Context: an optimization exercise on an open-source flow, tuned for small area. The choices shown serve that exercise and are no tape-out recipe. In this exercise RTL edits were held to simulation tests only and were not proved equivalent to the original. Power and IR drop assume default switching activity.

## fir_7_7
module fir_7_7(
    input clk,
    input rst,
    input [7:0] weight_data,
    input [2:0] weight_idx,
    input weight_valid,
    output weight_ready,
    input [7:0] input_data,
    input input_valid,
    output input_ready,
    output [15:0] output_data,
    input output_ready,
    output output_valid
    );
    reg rdy;
    reg ov_d, ov_r;
    reg [7:0] x0, x1, x2, x3, x4, x5, x6;
    reg [7:0] w0, w1, w2, w3, w4, w5, w6;
    reg [15:0] result;
    assign input_ready = rdy;
    assign weight_ready = rdy;
    assign output_valid = ov_r;
    assign output_data = result;
    wire acc = input_valid & rdy;
    wire wen = weight_valid & rdy;
    wire [15:0] sum;
    always @(posedge clk) begin
        ov_d <= acc;
        ov_r <= ov_d;
    end
    always @(posedge clk) begin
        if (rst) begin
            rdy <= 1'b0;
            x0 <= 8'd0; x1 <= 8'd0; x2 <= 8'd0; x3 <= 8'd0;
            x4 <= 8'd0; x5 <= 8'd0; x6 <= 8'd0;
            w0 <= 8'd0; w1 <= 8'd0; w2 <= 8'd0; w3 <= 8'd0;
            w4 <= 8'd0; w5 <= 8'd0; w6 <= 8'd0;
            result <= 16'd0;
        end else begin
            rdy <= 1'b1;
            if (wen && weight_idx == 3'd0) w0 <= weight_data;
            if (wen && weight_idx == 3'd1) w1 <= weight_data;
            if (wen && weight_idx == 3'd2) w2 <= weight_data;
            if (wen && weight_idx == 3'd3) w3 <= weight_data;
            if (wen && weight_idx == 3'd4) w4 <= weight_data;
  ...
Size: about 1500 cells after synthesis, about 130 flip-flops, about 43 I/O pins, ~15000 um^2 of cells after synthesis.
Settings: LEC_CHECK=0, CAP_MARGIN=20, CORE_MARGIN=2, CORE_UTILIZATION=40, CTS_BUF_LIST=sky130_fd_sc_hd__clkbuf_8, GPL_TIMING_DRIVEN=0, SLEW_MARGIN=20, SYNTH_HIERARCHICAL=1, SYNTH_MINIMUM_KEEP_SIZE=0; clock period 8.0 ns.
run.sh (not shown) runs the stock make flow with config.mk's settings and CLKGATE_MAP_FILE= SYNTH_SCRIPT=/design/flow/synth_recipe.tcl, a recipe that flattens the netlist after the stock synthesis.
The baseline went through all stages and came out clean.
Edit:
- CTS_BUF_LIST: sky130_fd_sc_hd__clkbuf_8 -> unset
After rerunning: Setup slack got worse by 0.055 ns. Fmax fell by 0.72%. Via count barely changes. Global-route usage rose by 0.14 points. Flip-flop and latch count is unchanged.


fir_7_7, a different RTL version from the one above (not shown whole).
Size: about 1500 cells after synthesis, ~130 flip-flops, ~0.015 sq mm of cells after synthesis.
==> flow/config.mk <==
export PLATFORM = sky130hd
export DESIGN_NAME = fir_7_7
export DESIGN_NICKNAME = fir_7_7
export VERILOG_FILES = /design/flow/design.v
export SDC_FILE = /design/flow/constraint.sdc
export NUM_CORES = 4
export LEC_CHECK = 0
export CAP_MARGIN = 20
export CORE_MARGIN = 2
export CORE_UTILIZATION = 40
export CTS_BUF_LIST = sky130_fd_sc_hd__clkbuf_8
export GPL_TIMING_DRIVEN = 1
export SLEW_MARGIN = 20
export SYNTH_HIERARCHICAL = 1
export SYNTH_MINIMUM_KEEP_SIZE = 0
==> flow/constraint.sdc <==
create_clock -name core_clock -period 8.0 [get_ports {clk}]
set_input_delay 1.6000 -clock core_clock [delete_from_list [all_inputs] [get_ports {clk}]]
set_output_delay 1.6000 -clock core_clock [all_outputs]
set_load 0.01 [all_outputs]
standard.sh (not shown) runs the stock make flow with config.mk's settings and CLKGATE_MAP_FILE= SYNTH_SCRIPT=/design/flow/synth_recipe.tcl, a recipe that flattens the netlist after the stock synthesis.
==> flow/flow/run.sh <==
#!/bin/bash
# Layout flow: the standard ORFS flow (standard.sh: the standard
# synthesis and every ORFS step), with two settings changed:
#  - the port buffers buffer_ports inserts are the smallest buffer, buf_1;
#  - clock tree synthesis is run without dummy load cells.
# The output of the whole run is kept in standard_flow.log; ORFS keeps each
# step's own log under orfs/logs/.
set -euo pipefail
cd "$(dirname "$0")/.."
export BUFFER_PORTS_ARGS="-buffer_cell sky130_fd_sc_hd__buf_1"
export CTS_ARGS="-sink_clustering_enable -repair_clock_nets -buf_list sky130_fd_sc_hd__clkbuf_16 -dont_use_dummy_load"
bash standard.sh finish > standard_flow.log 2>&1
The baseline completed without violations.
Rerun with:
==> flow/run.sh (new file) <==
#!/bin/bash
# synth_recipe.tcl (not shown) runs the flow's synth.tcl, then flattens the netlist and writes it again
# the make line also repeats each setting of config.mk as NAME=value (left out here)
make -C /OpenROAD-flow-scripts/flow DESIGN_CONFIG=/design/flow/config.mk WORK_HOME=/design/flow/orfs CLKGATE_MAP_FILE= SYNTH_SCRIPT=/design/flow/synth_recipe.tcl finish
removed: flow/flow/run.sh
removed: flow/standard.sh
What happened:
- sequential share of layout area is lower by 0.19 points
- area after synthesis stays the same
- power is lower by 6.0%
- critical path depth is unchanged
- synthesized cell count does not change


the baseline:
RTL: one of the versions met above, not the one the previous note started from.
Size in the first run: roughly 1500 cells after synthesis, roughly 43 I/O pins.
==> flow/config.mk <==
export PLATFORM = sky130hd
export DESIGN_NAME = fir_7_7
export DESIGN_NICKNAME = fir_7_7
export VERILOG_FILES = /design/flow/design.v
export SDC_FILE = /design/flow/constraint.sdc
export NUM_CORES = 4
export LEC_CHECK = 0
export CAP_MARGIN = 20
export CORE_MARGIN = 2
export CORE_UTILIZATION = 40
export CTS_BUF_LIST = sky130_fd_sc_hd__clkbuf_4 sky130_fd_sc_hd__clkbuf_8
export GPL_TIMING_DRIVEN = 1
export SLEW_MARGIN = 20
export SYNTH_HIERARCHICAL = 1
export SYNTH_MINIMUM_KEEP_SIZE = 0
==> flow/constraint.sdc <==
create_clock -name core_clock -period 8.0 [get_ports {clk}]
set_input_delay 1.6000 -clock core_clock [delete_from_list [all_inputs] [get_ports {clk}]]
set_output_delay 1.6000 -clock core_clock [all_outputs]
set_load 0.01 [all_outputs]
run.sh (not shown) runs the stock make flow with config.mk's settings and CLKGATE_MAP_FILE= SYNTH_SCRIPT=/design/flow/synth_recipe.tcl, a recipe that flattens the netlist after the stock synthesis.
Stock flow here: none of the scripts above is used.
The following lists how the candidate was set up differently from the baseline:
- CTS_BUF_LIST changed from sky130_fd_sc_hd__clkbuf_4 sky130_fd_sc_hd__clkbuf_8 to sky130_fd_sc_hd__clkbuf_8
--- outcome ---
- Reported for the candidate and the baseline, sequential share of cell area turned out identical to the last digit.
- The combinational power of the candidate and that of the baseline are within noise of each other.
- Worst hold slack: the baseline vs the candidate identical
- As far as flip-flop and latch area goes, the baseline and the candidate are indistinguishable; the numbers are identical.
- Diff the baseline -> the candidate: share of the clock period used by the worst path held; total power held; compound-cell area share of the yosys netlist flat; global-route wire length before repair stayed essentially flat; share of total power in the clock network ~0 delta.


RTL: one of the versions met above, not the one the previous note started from.
For scale: roughly 130 flip-flops, about 43 I/O pins.
clock: 8.0 ns
lec_check: 0
cap_margin: 20
core_margin: 2
core_utilization: 40
cts_buf_list: sky130_fd_sc_hd__clkbuf_8
gpl_timing_driven: 1
slew_margin: 20
synth_hierarchical: 1
synth_minimum_keep_size: 0
standard.sh (not shown) runs the stock make flow with config.mk's settings and CLKGATE_MAP_FILE= SYNTH_SCRIPT=/design/flow/synth_recipe.tcl, a recipe that flattens the netlist after the stock synthesis.
==> flow/flow/run.sh <==
#!/bin/bash
# Layout flow: the standard ORFS flow (standard.sh: the standard
# synthesis and every ORFS step), with two settings changed:
#  - the port buffers buffer_ports inserts are the smallest buffer, buf_1;
#  - clock tree synthesis is run without dummy load cells.
# The output of the whole run is kept in standard_flow.log; ORFS keeps each
# step's own log under orfs/logs/.
set -euo pipefail
cd "$(dirname "$0")/.."
export BUFFER_PORTS_ARGS="-buffer_cell sky130_fd_sc_hd__buf_1"
export CTS_ARGS="-sink_clustering_enable -repair_clock_nets -buf_list sky130_fd_sc_hd__clkbuf_8 -dont_use_dummy_load -sink_clustering_size 30 -sink_clustering_max_diameter 100"
bash standard.sh finish > standard_flow.log 2>&1
Then changed:
--- a/flow/flow/run.sh
+++ b/flow/flow/run.sh
@@ -11 +11 @@
-export CTS_ARGS="-sink_clustering_enable -repair_clock_nets -buf_list sky130_fd_sc_hd__clkbuf_8 -dont_use_dummy_load -sink_clustering_size 30 -sink_clustering_max_diameter 100"
+export CTS_ARGS="-sink_clustering_enable -repair_clock_nets -buf_list sky130_fd_sc_hd__clkbuf_8 -dont_use_dummy_load"
What happened: Register-to-register slack stays flat. Final area is unchanged. Non-clock buffer count does not change. Via count is unchanged. Count of clock-buffer cells in the layout is unchanged.
Then changed:
--- a/flow/flow/run.sh
+++ b/flow/flow/run.sh
@@ -11 +11 @@
-export CTS_ARGS="-sink_clustering_enable -repair_clock_nets -buf_list sky130_fd_sc_hd__clkbuf_8 -dont_use_dummy_load"
+export CTS_ARGS="-sink_clustering_enable -repair_clock_nets -buf_list {sky130_fd_sc_hd__clkbuf_4 sky130_fd_sc_hd__clkbuf_8} -dont_use_dummy_load -sink_clustering_size 12"
The new run went through all stages and came out clean.
Synthesized area does not change.
Worst setup slack does not change.
Power does not change.
Cell count does not change.
Design area is unchanged.
Critical path depth is unchanged.
Wire length does not change.

==> what the ideal ports hide <==
In the flow no input, the clock included, has a driving cell. The finished layouts below were timed again as built, in two steps.
Step 1, drivers: a clkbuf_16 drives clk and a buf_2 each remaining input, both assumed.
Step 2 moves the port delays by t, midway between the first and last clock arrival at a register: inputs arrive t later, outputs are due t later. That takes back most of the time a late clock gives input paths.
Three values: ideal, step 1, step 2; two values: the first two.
| run | t, ns | setup WS [ns] | slew at the worst register clock pin (ns) | worst data-port slew with drivers (ns) | cell pins on the clock port's net |
|---|---|---|---|---|---|
| the first run of note 1 | 0.567 | 0.480 / 0.480 / 0.480 | 0.10 / 0.10 | 0.04 | 1 |
| the second run of note 1 | 0.516 | 0.425 / 0.425 / 0.425 | 0.07 / 0.07 | 0.04 | 1 |
| the first run of note 2 | 0.485 | 1.033 / 1.033 / 1.033 | 0.07 / 0.07 | 0.04 | 1 |
| the second run of note 2 | 0.514 | 1.043 / 1.043 / 1.043 | 0.09 / 0.09 | 0.04 | 1 |
| the baseline | 0.528 | 0.913 / 0.913 / 0.913 | 0.10 / 0.10 | 0.05 | 1 |
| the candidate | 0.528 | 0.913 / 0.913 / 0.913 | 0.10 / 0.10 | 0.05 | 1 |
| the first run of note 4 | 0.512 | 1.033 / 1.033 / 1.033 | 0.10 / 0.10 | 0.04 | 1 |
| the second run of note 4 | 0.512 | 1.033 / 1.033 / 1.033 | 0.10 / 0.10 | 0.04 | 1 |
| the third run of note 4 | 0.512 | 1.033 / 1.033 / 1.033 | 0.10 / 0.10 | 0.04 | 1 |
After both steps setup and hold are still met in every run listed.
